Background: an optimization exercise with open tools, aiming at small area. Do not read the settings as production practice.
At most, simulation tests tie the RTL to the original design; equivalence was not proved.
No driver is modelled on the clock port, so clocking that relies on it looks cheaper here than on a real chip.
Power is estimated from default activity; no workload was simulated.

run A:
// matrix_multiper
module matrix_multiper #(
	parameter DSIZE	= 8,
	parameter MSIZE	= 8
)(
	input				clock,
	input [DSIZE-1:0]	iR,
	input [DSIZE-1:0]	iG,
	input [DSIZE-1:0]	iB,
	input [MSIZE-1:0]	M00,
	input [MSIZE-1:0]	M01,
	input [MSIZE-1:0]	M02,
	input [MSIZE-1:0]	M10,
	input [MSIZE-1:0]	M11,
	input [MSIZE-1:0]	M12,
	input [MSIZE-1:0]	M20,
	input [MSIZE-1:0]	M21,
	input [MSIZE-1:0]	M22,
	output[DSIZE-1:0]	Ro,
	output[DSIZE-1:0]	Go,
	output[DSIZE-1:0]	Bo
);
Size in the first run: ~120 flip-flops, roughly 120 I/O pins.
Settings: LEC_CHECK=0, CAP_MARGIN=20, CORE_MARGIN=2, CORE_UTILIZATION=40, GPL_TIMING_DRIVEN=0, SETUP_SLACK_MARGIN=0.1, SLEW_MARGIN=20, SYNTH_HIERARCHICAL=1; clock period 6.0 ns.
standard.sh (not shown) runs the stock make flow with config.mk's settings and CLKGATE_MAP_FILE= SYNTH_SCRIPT=/design/flow/synth_recipe.tcl, a recipe that flattens the netlist after the stock synthesis.
==> flow/flow/run.sh <==
#!/bin/bash
# The standard layout (standard.sh, the standard flow's own ORFS run) with changes that
# only pick smaller cells; the netlist's logic and registers are untouched:
#  - port buffers are the smallest buffer (buf_1) instead of the delay buffer
#    that buffer_ports picks by default;
#  - after floorplan, maj3 cells that synthesis sized up go back to maj3_1
#    (later timing repair may still size them up where needed);
#  - clock tree synthesis uses clkbuf_4 leaves under a clkbuf_8 root and no
#    dummy loads; leaves whose flip-flop clock pins would see a slew over
#    100 ps are then sized up to clkbuf_8 and the placement legalised.
# Each tool's output goes to a log file of its own in this folder.
set -euo pipefail
export BUFFER_PORTS_ARGS="-buffer_cell sky130_fd_sc_hd__buf_1"
export CTS_ARGS="-sink_clustering_enable -repair_clock_nets -dont_use_dummy_load -buf_list {sky130_fd_sc_hd__clkbuf_4} -root_buf sky130_fd_sc_hd__clkbuf_8"
export RES=orfs/results/${FLOW_PLATFORM}/matrix_multiper/base
bash standard.sh floorplan > flow_make_floorplan.log 2>&1
openroad -no_init -exit flow/downsize.tcl > flow_downsize.log 2>&1
bash standard.sh cts > flow_make_cts.log 2>&1
openroad -no_init -exit flow/clkleaf.tcl > flow_clkleaf.log 2>&1
bash standard.sh finish > flow_make_finish.log 2>&1
==> flow/flow/downsize.tcl <==
# Size maj3 cells back down to maj3_1 before placement.
read_db $::env(RES)/2_floorplan.odb
set n 0
foreach inst [[ord::get_db_block] getInsts] {
  if {[[$inst getMaster] getName] == "sky130_fd_sc_hd__maj3_2"} {
    $inst swapMaster [[ord::get_db] findMaster sky130_fd_sc_hd__maj3_1]
    incr n
  }
}
puts "downsized $n maj3 cells"
write_db $::env(RES)/2_floorplan.odb
Other scripts of this flow, unchanged in this note and not shown: flow/flow/clkleaf.tcl
## Diff of input files: run B against run A
- changing SLEW_MARGIN from 20 to 0
- changing CAP_MARGIN from 20 to 0
--- a/flow/flow/run.sh
+++ b/flow/flow/run.sh
@@ -4,6 +4,4 @@
 #  - port buffers are the smallest buffer (buf_1) instead of the delay buffer
 #    that buffer_ports picks by default;
-#  - after floorplan, maj3 cells that synthesis sized up go back to maj3_1
-#    (later timing repair may still size them up where needed);
 #  - clock tree synthesis uses clkbuf_4 leaves under a clkbuf_8 root and no
 #    dummy loads; leaves whose flip-flop clock pins would see a slew over
@@ -14,6 +12,4 @@
 export CTS_ARGS="-sink_clustering_enable -repair_clock_nets -dont_use_dummy_load -buf_list {sky130_fd_sc_hd__clkbuf_4} -root_buf sky130_fd_sc_hd__clkbuf_8"
 export RES=orfs/results/${FLOW_PLATFORM}/matrix_multiper/base
-bash standard.sh floorplan > flow_make_floorplan.log 2>&1
-openroad -no_init -exit flow/downsize.tcl > flow_downsize.log 2>&1
 bash standard.sh cts > flow_make_cts.log 2>&1
 openroad -no_init -exit flow/clkleaf.tcl > flow_clkleaf.log 2>&1
removed: flow/flow/downsize.tcl
==> notes.md <==
- Of run A and run B, the lower count of fill cells added during filler insertion belongs to run A.
- Compared with run A, in run B power per cell area higher; number of global-route vias before repair roughly the same; placed standard-cell area roughly the same; multi-input logic portion of the cell area higher; setup clock skew after layout roughly the same.
- Run B drops fewer vias than run A.
- Diff run A -> run B: final setup slack of the worst path rose 0.12 ns; count of endpoints failing setup in the final report was more or less identical; cell area saw a decrease; wire length lost about 1.4%.
- Start point of the critical path: M20[7] -> run B, M21[7] -> run A

Starting RTL as in the previous note.
// matrix_multiper
module matrix_multiper #(
	parameter DSIZE	= 8,
	parameter MSIZE	= 8
)(
	input				clock,
	input [DSIZE-1:0]	iR,
	input [DSIZE-1:0]	iG,
	input [DSIZE-1:0]	iB,
	input [MSIZE-1:0]	M00,
	input [MSIZE-1:0]	M01,
	input [MSIZE-1:0]	M02,
	input [MSIZE-1:0]	M10,
	input [MSIZE-1:0]	M11,
	input [MSIZE-1:0]	M12,
	input [MSIZE-1:0]	M20,
	input [MSIZE-1:0]	M21,
	input [MSIZE-1:0]	M22,
	output[DSIZE-1:0]	Ro,
	output[DSIZE-1:0]	Go,
	output[DSIZE-1:0]	Bo
);
wire n1;
wire n2;
wire n3;
wire n4;
wire n5;
wire n6;
wire n7;
wire n8;
wire n9;
wire n10;
wire n11;
wire n12;
wire n13;
wire n14;
wire n15;
wire n16;
wire n17;
wire n18;
wire n19;
wire n20;
wire n21;
wire n22;
wire n23;
wire n24;
wire n25;
wire n26;
wire n27;
wire n28;
wire n29;
wire n30;
wire n31;
wire n32;
wire n33;
wire n34;
wire n35;
wire n36;
wire n37;
wire n38;
wire n39;
wire n40;
wire n41;
wire n42;
wire n43;
wire n44;
wire n45;
wire n46;
wire n47;
wire n48;
wire n49;
wire n50;
wire n51;
wire n52;
wire n53;
wire n54;
wire n55;
wire n56;
wire n57;
wire n58;
wire n59;
wire n60;
wire n61;
wire n62;
wire n63;
wire n64;
wire n65;
wire n66;
wire n67;
wire n68;
wire n69;
wire n70;
wire n71;
wire n72;
wire n73;
wire n74;
wire n75;
wire n76;
wire n77;
wire n78;
wire n79;
wire n80;
wire n81;
wire n82;
wire n83;
wire n84;
wire n85;
wire n86;
wire n87;
wire n88;
wire n89;
wire n90;
wire n91;
wire n92;
wire n93;
wire n94;
wire n95;
wire n96;
wire n97;
wire n98;
wire n99;
wire n100;
wire n101;
wire n102;
wire n103;
wire n104;
wire n105;
wire n106;
wire n107;
wire n108;
wire n109;
wire n110;
wire n111;
wire n112;
wire n113;
  ...
clock: 6.0 ns
lec_check: 0
cap_margin: 0
core_margin: 2
core_utilization: 40
gpl_timing_driven: 0
setup_slack_margin: 0.1
slew_margin: 0
synth_hierarchical: 1
==> flow/flow/run.sh <==
#!/bin/bash
# The standard layout with two changes that only shrink cells:
#  - port buffers are the smallest buffer (buf_1) instead of the delay buffer
#    buffer_ports picks by default;
#  - clock tree synthesis uses smaller clock buffers and no dummy loads.
set -euo pipefail
export BUFFER_PORTS_ARGS="-buffer_cell sky130_fd_sc_hd__buf_1"
export CTS_ARGS="-sink_clustering_enable -repair_clock_nets -dont_use_dummy_load -buf_list {sky130_fd_sc_hd__clkbuf_4 sky130_fd_sc_hd__clkbuf_8} -root_buf sky130_fd_sc_hd__clkbuf_8"
bash standard.sh finish > flow_make.log 2>&1
The first run completed with no timing, DRC or antenna violations.
Then changed:
Settings changed: CAP_MARGIN 0 to 20, SLEW_MARGIN 0 to 20.
=> The new run produced a clean layout. Final cell count barely changes. Non-clock buffer count increases by 5. Global-route usage went up by 0.12 points. Setup slack gets better by 0.054 ns. Count of clock-buffer cells in the layout does not change. Die area stays the same. Fmax grows by 0.96%. Worst hold slack got worse by 0.0079 ns. Final area climbs by 0.78%. Sequential share of layout area went down by 0.12 points. Routed wire length increases by 0.76%.

matrix_multiper, a different RTL version from the one above (not shown whole).
Size in the first run: roughly 120 I/O pins, ~15000 um^2 of cells after synthesis.
## matrix_multiper
module matrix_multiper #(
	parameter DSIZE	= 8,
	parameter MSIZE	= 8
)(
	input				clock,
	input [DSIZE-1:0]	iR,
	input [DSIZE-1:0]	iG,
	input [DSIZE-1:0]	iB,
	input [MSIZE-1:0]	M00,
	input [MSIZE-1:0]	M01,
	input [MSIZE-1:0]	M02,
	input [MSIZE-1:0]	M10,
	input [MSIZE-1:0]	M11,
	input [MSIZE-1:0]	M12,
	input [MSIZE-1:0]	M20,
	input [MSIZE-1:0]	M21,
	input [MSIZE-1:0]	M22,
	output[DSIZE-1:0]	Ro,
	output[DSIZE-1:0]	Go,
	output[DSIZE-1:0]	Bo
);
clock: 6.0 ns
lec_check: 0
cap_margin: 0
core_margin: 2
core_utilization: 40
gpl_timing_driven: 0
setup_slack_margin: 0.1
slew_margin: 0
synth_hierarchical: 1
==> flow/flow/run.sh <==
#!/bin/bash
# The standard layout (standard.sh, the standard flow's own ORFS run) with changes that
# only pick smaller cells; the netlist's logic and registers are untouched:
#  - port buffers are the smallest buffer (buf_1) instead of the delay buffer
#    that buffer_ports picks by default;
#  - clock tree synthesis uses clkbuf_4 leaves under a clkbuf_8 root and no
#    dummy loads; leaves whose flip-flop clock pins would see a slew over
#    100 ps are then sized up to clkbuf_8 and the placement legalised.
# Each tool's output goes to a log file of its own in this folder.
set -euo pipefail
export BUFFER_PORTS_ARGS="-buffer_cell sky130_fd_sc_hd__buf_1"
export CTS_ARGS="-sink_clustering_enable -repair_clock_nets -dont_use_dummy_load -buf_list {sky130_fd_sc_hd__clkbuf_4} -root_buf sky130_fd_sc_hd__clkbuf_8"
export RES=orfs/results/${FLOW_PLATFORM}/matrix_multiper/base
bash standard.sh cts > flow_make_cts.log 2>&1
openroad -no_init -exit flow/clkleaf.tcl > flow_clkleaf.log 2>&1
bash standard.sh finish > flow_make_finish.log 2>&1
==> flow/flow/clkleaf.tcl <==
# Size up the clock tree leaf buffers whose flip-flop clock pins see a slew
# over 100 ps, then legalise the placement.
read_liberty $::env(FLOW_HOME)/platforms/sky130hd/lib/sky130_fd_sc_hd__tt_025C_1v80.lib
read_db $::env(RES)/4_cts.odb
read_sdc $::env(RES)/4_cts.sdc
source $::env(FLOW_HOME)/platforms/sky130hd/setRC.tcl
estimate_parasitics -placement
proc worst_sink_slew {inst} {
  set worst 0
  set out [get_pins -of_objects $inst -filter "direction==output"]
  foreach p [get_pins -of_objects [get_nets -of_objects $out] -filter "direction==input"] {
    foreach pr {slew_max_rise slew_max_fall} {
      set v [get_property $p $pr]
      if {$v > $worst} { set worst $v }
    }
  }
  return $worst
}
set n 0
foreach inst [get_cells *] {
  if {[get_property $inst ref_name] != "sky130_fd_sc_hd__clkbuf_4"} continue
  set w [worst_sink_slew $inst]
  if {$w > 0.100} {
    replace_cell $inst sky130_fd_sc_hd__clkbuf_8
    puts "sized up [get_name $inst] (sink slew $w)"
    incr n
  }
}
puts "sized up $n clock buffers"
detailed_placement
check_placement
estimate_parasitics -placement
set ms 0
foreach p [get_pins -hierarchical */CLK] {
  foreach pr {slew_max_rise slew_max_fall} {
    set v [get_property $p $pr]
    if {$v > $ms} { set ms $v }
  }
}
puts "worst flip-flop clock pin slew now $ms"
write_db $::env(RES)/4_cts.odb
Next try:
Settings changed: CORE_UTILIZATION 40 to 60.
After rerunning: Maximum frequency is lower by 0.50%. Design area came out lower by 1.1%. Via count is higher by 2.2%. Flip-flop and latch count does not change. Global-route usage rose by 11 points. Power grows by 2.3%.
Next try:
Settings changed: CORE_UTILIZATION 60 to 40, GPL_TIMING_DRIVEN 0 to 1.
Worst setup slack gets better by 0.48 ns.
Register-to-register slack gets worse by 0.04 ns.
Core utilization decreases by 19 points.
Wire length increases by 2.8%.
Function was not checked in any run of this note: the RTL went through the layout flow alone.

## main
Another version of the RTL of matrix_multiper (not shown whole).
Size: ~1300 cells after synthesis, about 130 flip-flops, roughly 15000 um^2 of cells after synthesis.
Design matrix_multiper, start of the top module:
module matrix_multiper #(
	parameter DSIZE	= 8,
	parameter MSIZE	= 8
)(
	input				clock,
	input [DSIZE-1:0]	iR,
	input [DSIZE-1:0]	iG,
	input [DSIZE-1:0]	iB,
	input [MSIZE-1:0]	M00,
	input [MSIZE-1:0]	M01,
	input [MSIZE-1:0]	M02,
	input [MSIZE-1:0]	M10,
	input [MSIZE-1:0]	M11,
	input [MSIZE-1:0]	M12,
	input [MSIZE-1:0]	M20,
	input [MSIZE-1:0]	M21,
	input [MSIZE-1:0]	M22,
	output[DSIZE-1:0]	Ro,
	output[DSIZE-1:0]	Go,
	output[DSIZE-1:0]	Bo
);
Settings: LEC_CHECK=0, CAP_MARGIN=20, CORE_MARGIN=2, CORE_UTILIZATION=40, GPL_TIMING_DRIVEN=0, SLEW_MARGIN=20, SYNTH_HIERARCHICAL=1; clock period 6.0 ns.
==> flow/flow/run.sh <==
#!/bin/bash
# The standard layout, except that the port buffers are the smallest buffer
# (buf_1) instead of the delay buffer buffer_ports picks by default.
set -euo pipefail
export BUFFER_PORTS_ARGS="-buffer_cell sky130_fd_sc_hd__buf_1"
bash standard.sh finish > flow_make.log 2>&1
For the feature branch, these inputs were changed with respect to main:
==> flow/run.sh (new file) <==
#!/bin/bash
# synth_recipe.tcl (not shown) runs the flow's synth.tcl, then flattens the netlist and writes it again
# the make line also repeats each setting of config.mk as NAME=value (left out here)
make -C /OpenROAD-flow-scripts/flow DESIGN_CONFIG=/design/flow/config.mk WORK_HOME=/design/flow/orfs CLKGATE_MAP_FILE= SYNTH_SCRIPT=/design/flow/synth_recipe.tcl finish
removed: flow/flow/run.sh
removed: flow/standard.sh
[summary]
On final design area excluding fillers, the feature branch does worse than main. Clock-net power of the feature branch is on par with main. The feature branch leaves less setup margin than main. On the feature branch: number of iterations in the first detailed-routing pass is 1 lower than what main gave.

== v32 ==
matrix_multiper, a different RTL version from the one above (not shown whole).
Size: ~140 flip-flops.
==> flow/config.mk <==
export PLATFORM = sky130hd
export DESIGN_NAME = matrix_multiper
export DESIGN_NICKNAME = matrix_multiper
export VERILOG_FILES = /design/flow/design.v
export SDC_FILE = /design/flow/constraint.sdc
export NUM_CORES = 4
export LEC_CHECK = 0
export CAP_MARGIN = 20
export CORE_MARGIN = 2
export CORE_UTILIZATION = 40
export GPL_TIMING_DRIVEN = 0
export SLEW_MARGIN = 20
export SYNTH_HIERARCHICAL = 1
==> flow/constraint.sdc <==
create_clock -name core_clock -period 6.0 [get_ports {clock}]
set_input_delay 1.2000 -clock core_clock [delete_from_list [all_inputs] [get_ports {clock}]]
set_output_delay 1.2000 -clock core_clock [all_outputs]
set_load 0.01 [all_outputs]
==> flow/flow/run.sh <==
#!/bin/bash
# The standard layout, except that the port buffers are the smallest buffer
# (buf_1) instead of the delay buffer buffer_ports picks by default.
set -euo pipefail
export BUFFER_PORTS_ARGS="-buffer_cell sky130_fd_sc_hd__buf_1"
bash standard.sh finish > flow_make.log 2>&1
Setup changes, v32 to v10
Settings: clearing GPL_TIMING_DRIVEN, which used to be 0.
==> flow/run.sh (new file) <==
#!/bin/bash
# synth_recipe.tcl (not shown) runs the flow's synth.tcl, then flattens the netlist and writes it again
# the make line also repeats each setting of config.mk as NAME=value (left out here)
make -C /OpenROAD-flow-scripts/flow DESIGN_CONFIG=/design/flow/config.mk WORK_HOME=/design/flow/orfs CLKGATE_MAP_FILE= SYNTH_SCRIPT=/design/flow/synth_recipe.tcl finish
removed: flow/flow/run.sh
removed: flow/standard.sh
From v32 to v10 the numbers moved as follows: maximum frequency rose about 5.5%, headroom to the max-slew limit went up by 30 points. Between v10 and v32, the difference in later-pin clock latency in the skew report is negligible.
Here is what was changed in the inputs of v41 compared with v10.
Settings: GPL_TIMING_DRIVEN: unset -> 0.
==> flow/flow/run.sh (new file) <==
#!/bin/bash
# The standard layout with two changes that only shrink cells:
#  - port buffers are the smallest buffer (buf_1) instead of the delay buffer
#    buffer_ports picks by default;
#  - clock tree synthesis uses smaller clock buffers and no dummy loads.
set -euo pipefail
export BUFFER_PORTS_ARGS="-buffer_cell sky130_fd_sc_hd__buf_1"
export CTS_ARGS="-sink_clustering_enable -repair_clock_nets -dont_use_dummy_load -buf_list {sky130_fd_sc_hd__clkbuf_4 sky130_fd_sc_hd__clkbuf_8} -root_buf sky130_fd_sc_hd__clkbuf_8"
bash standard.sh finish > flow_make.log 2>&1
==> flow/standard.sh (new file) <==
#!/bin/bash
# synth_recipe.tcl (not shown) runs the flow's synth.tcl, then flattens the netlist and writes it again
# the make line also repeats each setting of config.mk as NAME=value (left out here)
make -C /OpenROAD-flow-scripts/flow DESIGN_CONFIG=/design/flow/config.mk WORK_HOME=/design/flow/orfs CLKGATE_MAP_FILE= SYNTH_SCRIPT=/design/flow/synth_recipe.tcl "${@:-finish}"
removed: flow/run.sh
Notes after the runs:
v41 ends up with a worst setup slack that is 0.31 ns lower than in v10. Between v10 and v41, the flow reports total placed instance area decreasing by a little under 10%. met2 layer wire length in the routed design of v41 exceeds that of v10 by a few percent. Fraction of power spent switching nets: v41 vs v10 up 1.9 points. The final reports for v41 and v10 show clock tree buffer count of the final layout lower in the former. v41 — sequential share of layout area 1.5 points higher, v10 as reference. Between v10 and v41, the via count of the first global-routing pass is higher for v10. Taking v10 as the reference point, the fraction of area in clock buffers and inverters of v41 falls by 1.9 points.

-- separate check: timing with driven ports --
The flow's constraints put no driver on any port. The routed layouts listed below were extracted and timed again, unchanged, in two steps. Step 1 assumes that a clkbuf_16 drives the clock port and a buf_2 every other input. Step 2 times the ports against the registers' clock, not the clock port: input delays grow and output delays shrink by t, the midpoint of the rising clock arrivals with the driver on. a / b / c = ideal ports / drivers / drivers and shift; a / b = the first two.
run | shift t [ns] | setup WS [ns] | hold WS [ns] | worst register clock-pin slew, ns
run A | 0.496 | 0.158 / 0.176 / -0.320 | 0.311 / 0.311 / 0.311 | 0.08 / 0.08
run B | 0.479 | 0.276 / 0.293 / -0.186 | 0.315 / 0.315 / 0.315 | 0.09 / 0.09
the first run of note 2 | 0.504 | 0.247 / 0.264 / -0.240 | 0.303 / 0.303 / 0.303 | 0.08 / 0.08
the second run of note 2 | 0.502 | 0.301 / 0.319 / -0.183 | 0.296 / 0.296 / 0.296 | 0.08 / 0.08
the first run of note 3 | 0.478 | 0.156 / 0.185 / -0.293 | 0.305 / 0.305 / 0.305 | 0.09 / 0.09
the second run of note 3 | 0.456 | 0.127 / 0.147 / -0.309 | 0.310 / 0.310 / 0.310 | 0.09 / 0.09
the third run of note 3 | 0.482 | 0.606 / 0.621 / 0.139 | 0.299 / 0.299 / 0.299 | 0.09 / 0.09
main | 0.493 | 0.127 / 0.152 / -0.342 | 0.326 / 0.326 / 0.326 | 0.07 / 0.07
the feature branch | 0.481 | 0.095 / 0.117 / -0.364 | 0.322 / 0.322 / 0.322 | 0.07 / 0.07
v32 | 0.493 | 0.391 / 0.402 / -0.092 | 0.322 / 0.322 / 0.322 | 0.06 / 0.06
v10 | 0.491 | 0.682 / 0.704 / 0.213 | 0.323 / 0.323 / 0.323 | 0.07 / 0.07
v41 | 0.513 | 0.370 / 0.394 / -0.119 | 0.313 / 0.313 / 0.313 | 0.08 / 0.08
Met with ideal ports but missed after step 2: setup timing in 10 of these runs. The setup slack of v41, which loses most, moves by +0.024 ns with the drivers and by -0.489 ns with both steps.
